Source: an optimization exercise on an open RTL-to-GDS flow (aim: small area). Production flows keep margins and buffers that such runs may drop. In this exercise RTL edits were held to simulation tests only and were not proved equivalent to the original. The clock port is modelled as an ideal driver, which makes a skipped or thinned clock tree look cheaper than it is; a real chip needs a root buffer or a tree. Power figures rest on the tool's default switching activity, not on a simulated workload.

<file path="flow/flow/run.sh">
#!/bin/bash
# Own layout flow: the standard layout (standard.sh), with these changes:
#  - Yosys's ABC step maps the combinational logic with an area-oriented script
#    (flow/abc_area_map.script: amap instead of delay-oriented map plus buffering/upsizing),
#  - no full/half-adder cell extraction before ABC (ADDER_MAP_FILE empty),
#  - port buffers are the smallest buffer cell (buf_1),
#  - clock tree: no dummy load cells, and after CTS (flow/post_cts.tcl) one clock buffer
#    from the clock port drives all registers.
# Registers, their names and cell types are those of the standard synthesis.
set -euo pipefail
W=$(pwd)
{
  echo "proc abc {args} { set i [lsearch \$args -script]; if {\$i >= 0} { lset args [expr {\$i+1}] $W/flow/abc_area_map.script }; yosys abc {*}\$args }"
  cat synth_recipe.tcl
} > flow_synth.tcl
sed -e "s#SYNTH_SCRIPT=[^ ]*#SYNTH_SCRIPT=$W/flow_synth.tcl ADDER_MAP_FILE=#" standard.sh > flow_standard.sh
grep -q "flow_synth.tcl ADDER_MAP_FILE=" flow_standard.sh
export BUFFER_PORTS_ARGS="-buffer_cell sky130_fd_sc_hd__buf_1"
export CTS_ARGS="$(cat flow/cts_args.txt)"
export POST_CTS_TCL=$W/flow/post_cts.tcl
export CLOCK_ROOT_CELL=sky130_fd_sc_hd__clkbuf_16
bash flow_standard.sh > flow_standard.log 2>&1
</file>
<file path="flow/flow/abc_area_map.script">
strash
dch
amap
strash
dch
amap
</file>
<file path="flow/flow/cts_args.txt">
-sink_clustering_enable -repair_clock_nets -dont_use_dummy_load
</file>
<file path="flow/flow/post_cts.tcl">
# After clock tree synthesis: the design is small, so the clock root buffer drives every
# register directly. The tree's other buffers are removed and their loads moved to the
# root buffer's net; the root buffer is the cell named in CLOCK_ROOT_CELL (set in run.sh), placed at the centre of the registers. Clock port -> one buffer -> registers.
set block [ord::get_db_block]
set clk_port_net [$block findNet clock]
set root ""
foreach it [$clk_port_net getITerms] {
  set inst [$it getInst]
  if {[string match "*clkbuf*" [[$inst getMaster] getName]]} { set root $inst }
}
if {$root eq ""} { error "post_cts: no clock root buffer found" }
set rootnet [[$root findITerm X] getNet]
set removed 1
while {$removed} {
  set removed 0
  foreach it [$rootnet getITerms] {
    set inst [$it getInst]
    if {$inst == $root} { continue }
    if {![string match "*clkbuf*" [[$inst getMaster] getName]]} { continue }
    set outnet [[$inst findITerm X] getNet]
    foreach sit [$outnet getITerms] {
      if {[$sit getInst] != $inst} { $sit disconnect; $sit connect $rootnet }
    }
    puts "post_cts: removing [$inst getName]"
    odb::dbInst_destroy $inst
    odb::dbNet_destroy $outnet
    set removed 1
    break
  }
}
replace_cell [$root getName] $::env(CLOCK_ROOT_CELL)
# place the root buffer at the centre of its loads (detailed_placement legalizes it)
set sx 0; set sy 0; set n 0
foreach it [$rootnet getITerms] {
  set inst [$it getInst]
  if {$inst == $root} { continue }
  set loc [$inst getLocation]
  incr sx [lindex $loc 0]; incr sy [lindex $loc 1]; incr n
}
if {$n > 0} {
  $root setPlacementStatus PLACED
  $root setLocation [expr {$sx / $n}] [expr {$sy / $n}]
}
puts "post_cts: root [$root getName] drives [llength [$rootnet getITerms]] pins"
estimate_parasitics -placement
detailed_placement
check_placement -verbose
report_clock_min_period
</file>
<file path="flow/standard.sh">
#!/bin/bash
# synth_recipe.tcl (not shown) runs the flow's synth.tcl, then flattens the netlist and writes it again
# the make line also repeats each setting of config.mk as NAME=value (left out here)
make -C /OpenROAD-flow-scripts/flow DESIGN_CONFIG=/design/flow/config.mk WORK_HOME=/design/flow/orfs CLKGATE_MAP_FILE= SYNTH_SCRIPT=/design/flow/synth_recipe.tcl "${@:-finish}"
</file>
<file path="flow/config.mk">
export PLATFORM = sky130hd
export DESIGN_NAME = top_tx
export DESIGN_NICKNAME = top_tx
export VERILOG_FILES = /design/flow/design.v
export SDC_FILE = /design/flow/constraint.sdc
export NUM_CORES = 4
export LEC_CHECK = 0
export ABC_AREA = 1
export CAP_MARGIN = 20
export CORE_MARGIN = 2
export CORE_UTILIZATION = 40
export SLEW_MARGIN = 20
</file>
<file path="flow/constraint.sdc">
create_clock -name core_clock -period 10.0 [get_ports {clock}]
set_input_delay 2.0000 -clock core_clock [delete_from_list [all_inputs] [get_ports {clock}]]
set_output_delay 2.0000 -clock core_clock [all_outputs]
set_load 0.01 [all_outputs]
</file>
<file path="flow/design.v">
module PRBS #(parameter NB = 9, parameter SEED = 9'h1AA)(
	output o_data,
	input i_reset, i_valid, clock, i_enable);
reg [NB-1:0] shift_reg;
always @(posedge clock) begin
	if (i_reset)
		shift_reg <= SEED;
	else if (i_enable && i_valid)
		shift_reg <= {shift_reg[NB-2:0], shift_reg[4] ^ shift_reg[0]};
end
assign o_data = shift_reg[NB-1];
endmodule
module fir_filter (
	input clk, i_enable, i_valid, i_prbs, i_rst,
	output [12:0] o_data
);
reg [6:0] s;
reg [2:0] k;
reg [9:0] acc;
wire [6:0] s_d;
wire [2:0] k_d;
wire [9:0] acc_d;
fir_logic u_logic (.s(s), .k(k), .acc(acc), .en(i_enable), .valid(i_valid), .prbs(i_prbs), .rst(i_rst),
	.s_d(s_d), .k_d(k_d), .acc_d(acc_d));
always @(posedge clk) begin
	s <= s_d;
	k <= k_d;
	acc <= acc_d;
end
assign o_data = {{3{acc[9]}}, acc};
endmodule
module fir_logic(input [6:0] s, input [2:0] k, input [9:0] acc, input en, input valid, input prbs, input rst,
  output [6:0] s_d, output [2:0] k_d, output [9:0] acc_d);
wire n45, n46, n47, n48, n49, n51, n52, n54, n55, n57;
wire n58, n60, n61, n63, n64, n66, n67, n69, n70, n71;
wire n72, n73, n74, n75, n76, n77, n79, n80, n81, n83;
wire n84, n85, n87, n88, n89, n90, n92, n93, n94, n95;
wire n96, n97, n98, n99, n100, n101, n102, n103, n104, n105;
wire n106, n107, n108, n109, n110, n111, n112, n113, n114, n115;
wire n116, n117, n118, n119, n120, n121, n122, n123, n124, n125;
wire n126, n127, n128, n129, n130, n131, n132, n133, n134, n135;
wire n136, n137, n138, n139, n140, n141, n142, n143, n144, n145;
wire n146, n147, n148, n150, n151, n152, n153, n154, n155, n156;
wire n157, n158, n159, n160, n161, n162, n163, n164, n165, n166;
wire n167, n168, n169, n170, n171, n172, n173, n174, n175, n176;
wire n177, n179, n180, n181, n182, n183, n184, n185, n186, n187;
wire n188, n189, n190, n191, n192, n193, n194, n195, n196, n197;
wire n198, n199, n200, n201, n202, n203, n204, n205, n206, n208;
wire n209, n210, n211, n212, n213, n214, n215, n216, n217, n218;
wire n219, n220, n221, n222, n223, n224, n225, n226, n227, n228;
wire n229, n230, n231, n232, n234, n235, n236, n237, n238, n239;
wire n240, n241, n242, n243, n244, n245, n246, n247, n248, n249;
wire n250, n251, n252, n253, n254, n255, n256, n257, n258, n260;
wire n261, n262, n263, n264, n265, n266, n267, n268, n269, n270;
wire n271, n272, n273, n274, n275, n276, n277, n279, n280, n281;
wire n282, n283, n284, n285, n287, n288, n289, n290, n291, n292;
wire n293, n294, n295, n297, n298;
assign n45 = en & valid;
assign n46 = ~rst & ~n45;
assign n47 = s[0] & n46;
assign n48 = ~rst & n45;
assign n49 = prbs & n48;
assign s_d[0] = n47 | n49;
assign n51 = s[1] & n46;
assign n52 = s[0] & n48;
assign s_d[1] = n51 | n52;
assign n54 = s[2] & n46;
assign n55 = s[1] & n48;
assign s_d[2] = n54 | n55;
assign n57 = s[3] & n46;
assign n58 = s[2] & n48;
assign s_d[3] = n57 | n58;
assign n60 = s[4] & n46;
assign n61 = s[3] & n48;
assign s_d[4] = n60 | n61;
assign n63 = s[5] & n46;
assign n64 = s[4] & n48;
assign s_d[5] = n63 | n64;
assign n66 = s[6] & n46;
assign n67 = s[5] & n48;
assign s_d[6] = n66 | n67;
assign n69 = en & ~rst;
assign n70 = ~k[0] & ~k[1];
assign n71 = n69 & n70;
assign n72 = ~k[0] & ~k[2];
assign n73 = k[0] & k[2];
assign n74 = ~n72 & ~n73;
assign n75 = en & ~n74;
assign n76 = k[0] & ~rst;
assign n77 = ~n75 & n76;
assign k_d[0] = n71 | n77;
assign n79 = k[1] & n75;
assign n80 = ~k[1] & ~n75;
assign n81 = ~rst & ~n80;
assign k_d[1] = ~n79 & n81;
assign n83 = ~en & ~rst;
assign n84 = k[2] & n83;
assign n85 = k[0] & n69;
assign k_d[2] = n84 | n85;
assign n87 = acc[0] & n83;
assign n88 = k[1] & k[2];
assign n89 = n69 & ~n72;
assign n90 = ~n88 & n89;
assign acc_d[0] = n87 | n90;
assign n92 = k[0] & k[1];
assign n93 = ~n70 & ~n92;
assign n94 = ~s[5] & n93;
assign n95 = ~s[0] & ~n93;
assign n96 = k[2] & ~n95;
assign n97 = ~n94 & n96;
assign n98 = s[6] & n97;
assign n99 = ~k[2] & ~n93;
assign n100 = s[6] & ~n99;
assign n101 = ~n97 & ~n100;
assign n102 = ~n98 & ~n101;
assign n103 = k[0] & ~k[2];
assign n104 = s[2] & ~s[3];
assign n105 = ~s[2] & s[3];
assign n106 = ~n104 & ~n105;
assign n107 = k[2] & ~n106;
assign n108 = n103 & n106;
assign n109 = ~n107 & ~n108;
assign n110 = k[1] & ~n109;
assign n111 = ~n103 & ~n110;
assign n112 = k[1] & ~k[2];
assign n113 = s[1] & s[4];
assign n114 = ~k[1] & ~k[2];
assign n115 = k[0] & ~n114;
assign n116 = s[1] & ~n115;
assign n117 = s[4] & k[0];
assign n118 = ~n116 & ~n117;
assign n119 = ~k[1] & k[2];
assign n120 = ~s[1] & ~s[4];
assign n121 = ~n119 & ~n120;
assign n122 = n118 & ~n121;
assign n123 = ~n113 & ~n122;
assign n124 = ~n112 & ~n123;
assign n125 = ~n111 & n124;
assign n126 = n88 & ~n113;
assign n127 = n114 & ~n117;
assign n128 = s[1] & ~n72;
assign n129 = s[4] & ~n103;
assign n130 = ~n128 & ~n129;
assign n131 = ~n127 & ~n130;
assign n132 = ~n106 & n126;
assign n133 = n131 & ~n132;
assign n134 = n126 & n133;
assign n135 = ~n118 & n119;
assign n136 = ~s[2] & k[1];
assign n137 = n72 & n136;
assign n138 = s[3] & ~n70;
assign n139 = n99 & n138;
assign n140 = ~n137 & ~n139;
assign n141 = ~n135 & n140;
assign n142 = ~n134 & n141;
assign n143 = ~n125 & n142;
assign n144 = n102 & n143;
assign n145 = ~n102 & ~n143;
assign n146 = ~n144 & ~n145;
assign n147 = n69 & ~n146;
assign n148 = acc[1] & n83;
assign acc_d[1] = n147 | n148;
assign n150 = ~n98 & ~n144;
assign n151 = n113 & n119;
assign n152 = n133 & ~n151;
assign n153 = n150 & n152;
assign n154 = ~n150 & ~n152;
assign n155 = ~n153 & ~n154;
assign n156 = ~n72 & n104;
assign n157 = ~n138 & ~n156;
assign n158 = k[1] & ~n157;
assign n159 = n109 & ~n158;
assign n160 = ~n110 & ~n159;
assign n161 = s[0] & ~k[0];
assign n162 = s[5] & k[0];
assign n163 = ~n161 & ~n162;
assign n164 = n88 & ~n163;
assign n165 = ~s[0] & ~s[5];
assign n166 = s[0] & s[5];
assign n167 = ~n165 & ~n166;
assign n168 = n119 & n167;
assign n169 = ~n164 & ~n168;
assign n170 = n160 & n169;
assign n171 = ~n160 & ~n169;
assign n172 = ~n170 & ~n171;
assign n173 = n155 & ~n172;
assign n174 = ~n155 & n172;
assign n175 = ~n173 & ~n174;
assign n176 = n69 & ~n175;
assign n177 = acc[2] & n83;
assign acc_d[2] = n176 | n177;
assign n179 = ~n112 & n121;
assign n180 = ~n152 & n179;
assign n181 = ~n153 & ~n180;
assign n182 = n112 & ~n163;
assign n183 = ~n97 & ~n103;
assign n184 = ~k[1] & n167;
assign n185 = ~n183 & n184;
assign n186 = ~n182 & ~n185;
assign n187 = ~n123 & ~n179;
assign n188 = n186 & n187;
assign n189 = ~n186 & ~n187;
assign n190 = ~n188 & ~n189;
assign n191 = s[2] & n93;
assign n192 = n73 & n191;
assign n193 = ~n139 & ~n157;
assign n194 = ~n192 & n193;
assign n195 = n190 & n194;
assign n196 = ~n190 & ~n194;
assign n197 = ~n195 & ~n196;
assign n198 = n181 & n197;
assign n199 = ~n181 & ~n197;
assign n200 = ~n198 & ~n199;
assign n201 = ~n170 & ~n174;
assign n202 = ~n200 & n201;
assign n203 = n200 & ~n201;
assign n204 = ~n202 & ~n203;
assign n205 = n69 & ~n204;
assign n206 = acc[3] & n83;
assign acc_d[3] = n205 | n206;
assign n208 = acc[4] & n83;
assign n209 = ~n198 & ~n203;
assign n210 = n163 & ~n184;
assign n211 = ~n188 & ~n195;
assign n212 = n210 & n211;
assign n213 = ~n210 & ~n211;
assign n214 = ~n212 & ~n213;
assign n215 = ~n73 & n104;
assign n216 = ~n70 & n105;
assign n217 = ~n215 & ~n216;
assign n218 = ~n88 & ~n217;
assign n219 = ~n139 & ~n218;
assign n220 = ~n113 & ~n179;
assign n221 = ~n219 & ~n220;
assign n222 = n219 & n220;
assign n223 = ~n221 & ~n222;
assign n224 = ~n214 & ~n223;
assign n225 = n214 & n223;
assign n226 = ~n224 & ~n225;
assign n227 = n209 & n226;
assign n228 = ~k[1] & n72;
assign n229 = n69 & ~n228;
assign n230 = ~n209 & ~n226;
assign n231 = n229 & ~n230;
assign n232 = ~n227 & n231;
assign acc_d[4] = n208 | n232;
assign n234 = acc[5] & n83;
assign n235 = n73 & n105;
assign n236 = ~s[3] & ~n191;
assign n237 = ~n106 & ~n236;
assign n238 = s[2] & ~n92;
assign n239 = ~n237 & n238;
assign n240 = ~n235 & ~n239;
assign n241 = ~n88 & ~n240;
assign n242 = n118 & n241;
assign n243 = ~n118 & ~n241;
assign n244 = ~n242 & ~n243;
assign n245 = n213 & n222;
assign n246 = ~n212 & ~n221;
assign n247 = ~n225 & n246;
assign n248 = ~n209 & n247;
assign n249 = ~n245 & ~n248;
assign n250 = n244 & n249;
assign n251 = ~n244 & ~n249;
assign n252 = n214 & n221;
assign n253 = n209 & n252;
assign n254 = n88 & n113;
assign n255 = n229 & ~n254;
assign n256 = ~n253 & n255;
assign n257 = ~n251 & n256;
assign n258 = ~n250 & n257;
assign acc_d[5] = n234 | n258;
assign n260 = acc[6] & n83;
assign n261 = s[2] & n74;
assign n262 = k[0] & ~n139;
assign n263 = ~n137 & ~n262;
assign n264 = s[3] & ~n263;
assign n265 = ~n261 & ~n264;
assign n266 = n124 & n131;
assign n267 = n265 & n266;
assign n268 = ~n265 & ~n266;
assign n269 = ~n267 & ~n268;
assign n270 = ~n243 & ~n249;
assign n271 = ~n242 & ~n253;
assign n272 = ~n270 & n271;
assign n273 = ~n228 & ~n272;
assign n274 = n269 & ~n273;
assign n275 = ~n269 & n273;
assign n276 = n69 & ~n275;
assign n277 = ~n274 & n276;
assign acc_d[6] = n260 | n277;
assign n279 = acc[7] & n83;
assign n280 = ~n253 & ~n267;
assign n281 = ~n274 & n280;
assign n282 = n107 & n281;
assign n283 = ~n107 & ~n281;
assign n284 = n69 & ~n283;
assign n285 = ~n282 & n284;
assign acc_d[7] = n279 | n285;
assign n287 = acc[8] & n83;
assign n288 = ~n237 & ~n283;
assign n289 = n218 & n262;
assign n290 = ~n281 & n289;
assign n291 = n105 & ~n114;
assign n292 = n93 & n291;
assign n293 = n69 & ~n292;
assign n294 = ~n290 & n293;
assign n295 = ~n288 & n294;
assign acc_d[8] = n287 | n295;
assign n297 = ~n236 & n294;
assign n298 = acc[9] & n83;
assign acc_d[9] = n297 | n298;
endmodule
module top_tx #(parameter NB_COUNT = 3)(
			input i_reset,
			input [3:0] i_enable,
			input clock,
			output [3:0] o_leds,
			output [12:0] fir_out
			);
reg [NB_COUNT-1:0] count;
wire valid;
wire data_prbs;
assign o_leds = i_enable;
always @(posedge clock) begin
	if (i_reset)
		count <= {NB_COUNT{1'b0}};
	else if (i_enable[0])
		count <= count + 1'b1;
end
assign valid = &count;
PRBS u_prbs (.o_data(data_prbs), .i_reset(i_reset), .i_valid(valid), .clock(clock), .i_enable(i_enable[1]));
fir_filter u_fir (.clk(clock), .i_rst(i_reset), .i_valid(valid), .i_enable(i_enable[2]), .i_prbs(data_prbs), .o_data(fir_out));
endmodule
</file>
==> results.txt <==
==> synth_stat cells <==
library cell / n
nor2b_1: 3
a221oi_1: 1
a21o_1: 5
nor4_1: 2
nand2_1: 12
or4_1: 2
a221o_1: 3
a21oi_1: 15
a211oi_1: 4
or2_0: 4
a22oi_1: 2
o21ai_0: 15
and2_0: 1
buf_4: 7
o22ai_1: 20
a31oi_1: 1
clkinv_1: 39
nand2b_1: 1
nand4_1: 1
and3_1: 1
nor2_1: 55
o221ai_1: 1
or3_1: 1
o32ai_1: 6
nand3_1: 6
nor3_1: 8
o21a_1: 2
dfxtp_1: 32
==> critical path, cell delays in order, from the launching register on <==
cell and delay [ns]:
dfxtp_1 0.48, clkinv_1 0.30, nor2_1 0.44, clkinv_1 0.15, nor3_1 0.20, nor2_1 0.07, nand3_1 0.09, o21ai_0 0.07
or4_1 0.45, nor2_1 0.16, a21oi_1 0.07, or2_0 0.22, o21a_1 0.12, a21o_1 0.16, nor2_1 0.12, nor2_1 0.09
or4_1 0.39, o21ai_0 0.17, o21ai_0 0.14, a31oi_1 0.23, nor2b_1 0.09, nor3_1 0.21, clkinv_1 0.14, nand3_1 0.10
nand3_1 0.10, o22ai_1 0.16
==> stage by stage <==
stage	hold WS (ns)	total power [mW]	std cells	setup WS [ns]
floorplan	0.417	0.167	250	5.80
detailed placement	0.439	0.177	315	5.07
global route	0.468	0.239	316	4.30
finish	0.454	0.228	316	4.96
global placement	0.429	0.177	315	5.08
==> per-layer routing <==
metal	part of all wire	vias up
met5	0	-
met4	0.010	0
met3	0.081	4
met2	0.45	85
met1	0.45	770
li1	-	903
==> cell families after synthesis <==
logic type | after synthesis | synth area share
DFF | 32 | 0.368
buffers and inverters | 46 | 0.114
and+or+nand+nor | 97 | 0.243
AOI/OAI and AO/OA | 75 | 0.275
==> area by class of cell <==
class,instances,area (sq um),area share
clock buffers,1,25.0,0.0135
inverters,39,146,0.0789
multi-input cells,172,903,0.487
flip-flops and latches,32,641,0.345
well taps,52,65.1,0.0351
repair buffers,20,75.1,0.0405
==> power breakdown <==
group          switching [mW]  total (mW)  leakage (nW)  internal (mW)
Sequential            0.00398       0.136         0.260          0.132
Combinational          0.0269      0.0392         0.353         0.0123
Clock                  0.0339      0.0527        0.0123         0.0188
==> worst min-delay path by stage <==
| stage | endpoint | slack, ns | depth (start not counted) |
|---|---|---|---|
| 6_report | u_prbs.shift_reg[6] | 0.45 | 2 |
| 5_1_grt | u_prbs.shift_reg[6] | 0.47 | 2 |
| 3_5_place_dp | u_prbs.shift_reg[6] | 0.44 | 2 |
| 3_3_place_gp | u_prbs.shift_reg[6] | 0.43 | 2 |
| 2_1_floorplan | u_prbs.shift_reg[6] | 0.42 | 2 |
==> results.txt <==
- The top cell types in the final layout, fill and taps aside, are 55 x nor2_1, 39 x clkinv_1, 32 x dfxtp_1, 20 x o22ai_1, 20 x buf_1.
- The number of antenna diodes in the final layout is 0.
- The maximum fanout encountered on the critical timing path is 10.
- The global-route total usage across every layer is 0.193.
- The worst register-to-register path begins at u_fir.k[1].
- The wire-length estimate of the detail-placed layout is 3090 microns.
- For met1 alone, demand over resource in global routing was 0.289.
- In the global route stage, met3 resource usage came out at 0.0130.
- The total of fill cells in the finished design is 445.
- The clock sink count is 32.
- The clock transition at the registers of the reported paths is 0.12 ns.
- In this run the mean area of a mapped cell was 6.97 sq um.
- Relative to the synthesized area, the layout overhead comes to 6.46%.
- The final layout contains 272 nets.
- After floorplanning, the core was divided into 24 placement rows.
- The beginning of the worst hold path is u_prbs.shift_reg[5].
- STA classifies the critical path endpoint as a register.
- Max-cap violations in this run came to 0.
- The worst reg-to-reg path cell count is 25.
- The region available for standard cell placement spans 4260 sq um.
- The initial core utilization is 0.409.
- Setup repair after global routing left no endpoint under its margin.
- The synthesized design spends more area on one cell type than any other, namely dfxtp_1.
- The flow ran to the end and the layout has no timing, DRC or antenna violations.
- For the final routed database, the setup TNS stands at 0 ns.
- The total overflow left after global routing is 0.
- The total via count in the routed design is 1,762.
- The number of hold-slack violations in the final timing report is 0.
- The number of pins with negative max-slew slack in the final report came to 0.
- The number of global-route vias before repair was 1,521.
- STA puts the critical path data required time at 10.11 ns.
- The timing startpoint of the critical path is u_fir.k[1].
- 23 I/O pins were placed.
- After layout, the minimum clock period comes to 5.04 ns.
- The final clock skew is 0.00344 ns.
- The part of the Yosys area used for sequential elements is 0.368.
- After routing the design area is 1860 sq um.
- The path class of the tightest hold or removal check is register to register.
- The first global-routing pass estimated 7000 microns of wire.
- The count of state elements after synthesis is 32.
- Measured on the finished design, the core utilization comes to 0.435.
- The global placer's final weighted congestion is 0.923.
- The cell count after synthesis came out at 250.
- The average wire length per cell after detail routing is 13.0 microns.
- Dividing the final minimum period by the clock period gives 0.504.
- The termination of the worst setup path is u_fir.acc[8].
- The post-place instance area is 1830 sq um.
- The highest ir drop seen on vdd is 85.5 uV.
- The transition time at the pin with the least slew margin is 0.692 ns.
- The initial antenna violation count is 0.
- The final layout contains routed wiring with a total length of 4090 microns.
- In this run the power density over the cells is 123 nW/um^2.
- The clock insertion delay at the later pin of the skew report is 0.18 ns.
- STA puts the critical path data arrival time at 5.14 ns.
- Entering global routing, the biggest net connects 33 pins.
- The number of DRC markers in iteration 0 is 158.
- The worst pin sits at a relative slew slack of 0.539.
- After detailed routing, the number of remaining DRC violations is 0.
- The slack of the worst reg-to-reg path is 4.96 ns.
- Ranked by total cell area, the synthesized netlist is headed by dfxtp_1 37%, nor2_1 12%, clkinv_1 8.4%.
- During synthesis, Yosys emitted a total of 3 warnings.
- The setup-violating endpoint count in the final report is 0.
- The ratio of routed vias to standard cells is 5.58.
- The count of distinct cell types in the synthesized netlist is 28.
- Measured along the y axis, the die boundary spans 70.0 microns.
- The count of nets left with antenna violations once routing finished came out at 0.
- The reported leakage power is 0.625 nW.
- The met2 track utilization from global routing is 0.307.
- Buffers placed on the I/O ports in this run total 20.
- STA classifies the critical path startpoint as a register.
- The layer with the highest usage after global routing is met2.
- The upper clock frequency limit is 199 MHz.
- The total die area is 4900 sq um.
- The first TritonRoute pass finished after 6 iterations.
- The mapped netlist covers 1740 sq um.
- In the final layout, the share of cells above drive strength 1 is 0.00379.
- The number of flip-flops under the largest register name is 10.
- The share of Yosys cell area claimed by the top area cell type is 0.368.
- The die boundary width is 70.0 microns.
- The destination of the worst register-to-register timing path is u_fir.acc[8].
- When the netlist entered floorplanning its net count stood at 256.
- Leaving out fill and tap cells, the most frequent cell in the layout is nor2_1.
- The classification of the worst setup path is register to register.

separate check: timing with driven ports:
The results above use ideal ports. As a check the final layout listed here was re-extracted and re-timed, cells and wires unchanged.
Step 1, drivers: a clkbuf_16 drives clock and a buf_2 each remaining input, both assumed.
Step 2 moves the port delays by t, midway between the first and last clock arrival at a register: inputs arrive t later, outputs are due t later. That takes back most of the time a late clock gives input paths.
a / b / c = ideal / step 1 / step 2; a / b = the first two.
t (ns): 0.207
setup slack, ns: 4.965 / 4.965 / 4.965
latest minus earliest clock arrival (ns): 0.004 / 0.004
After both steps setup and hold are still met in this run. The setup slack of this run moves by 0.000 ns with the drivers and by 0.000 ns with both steps.
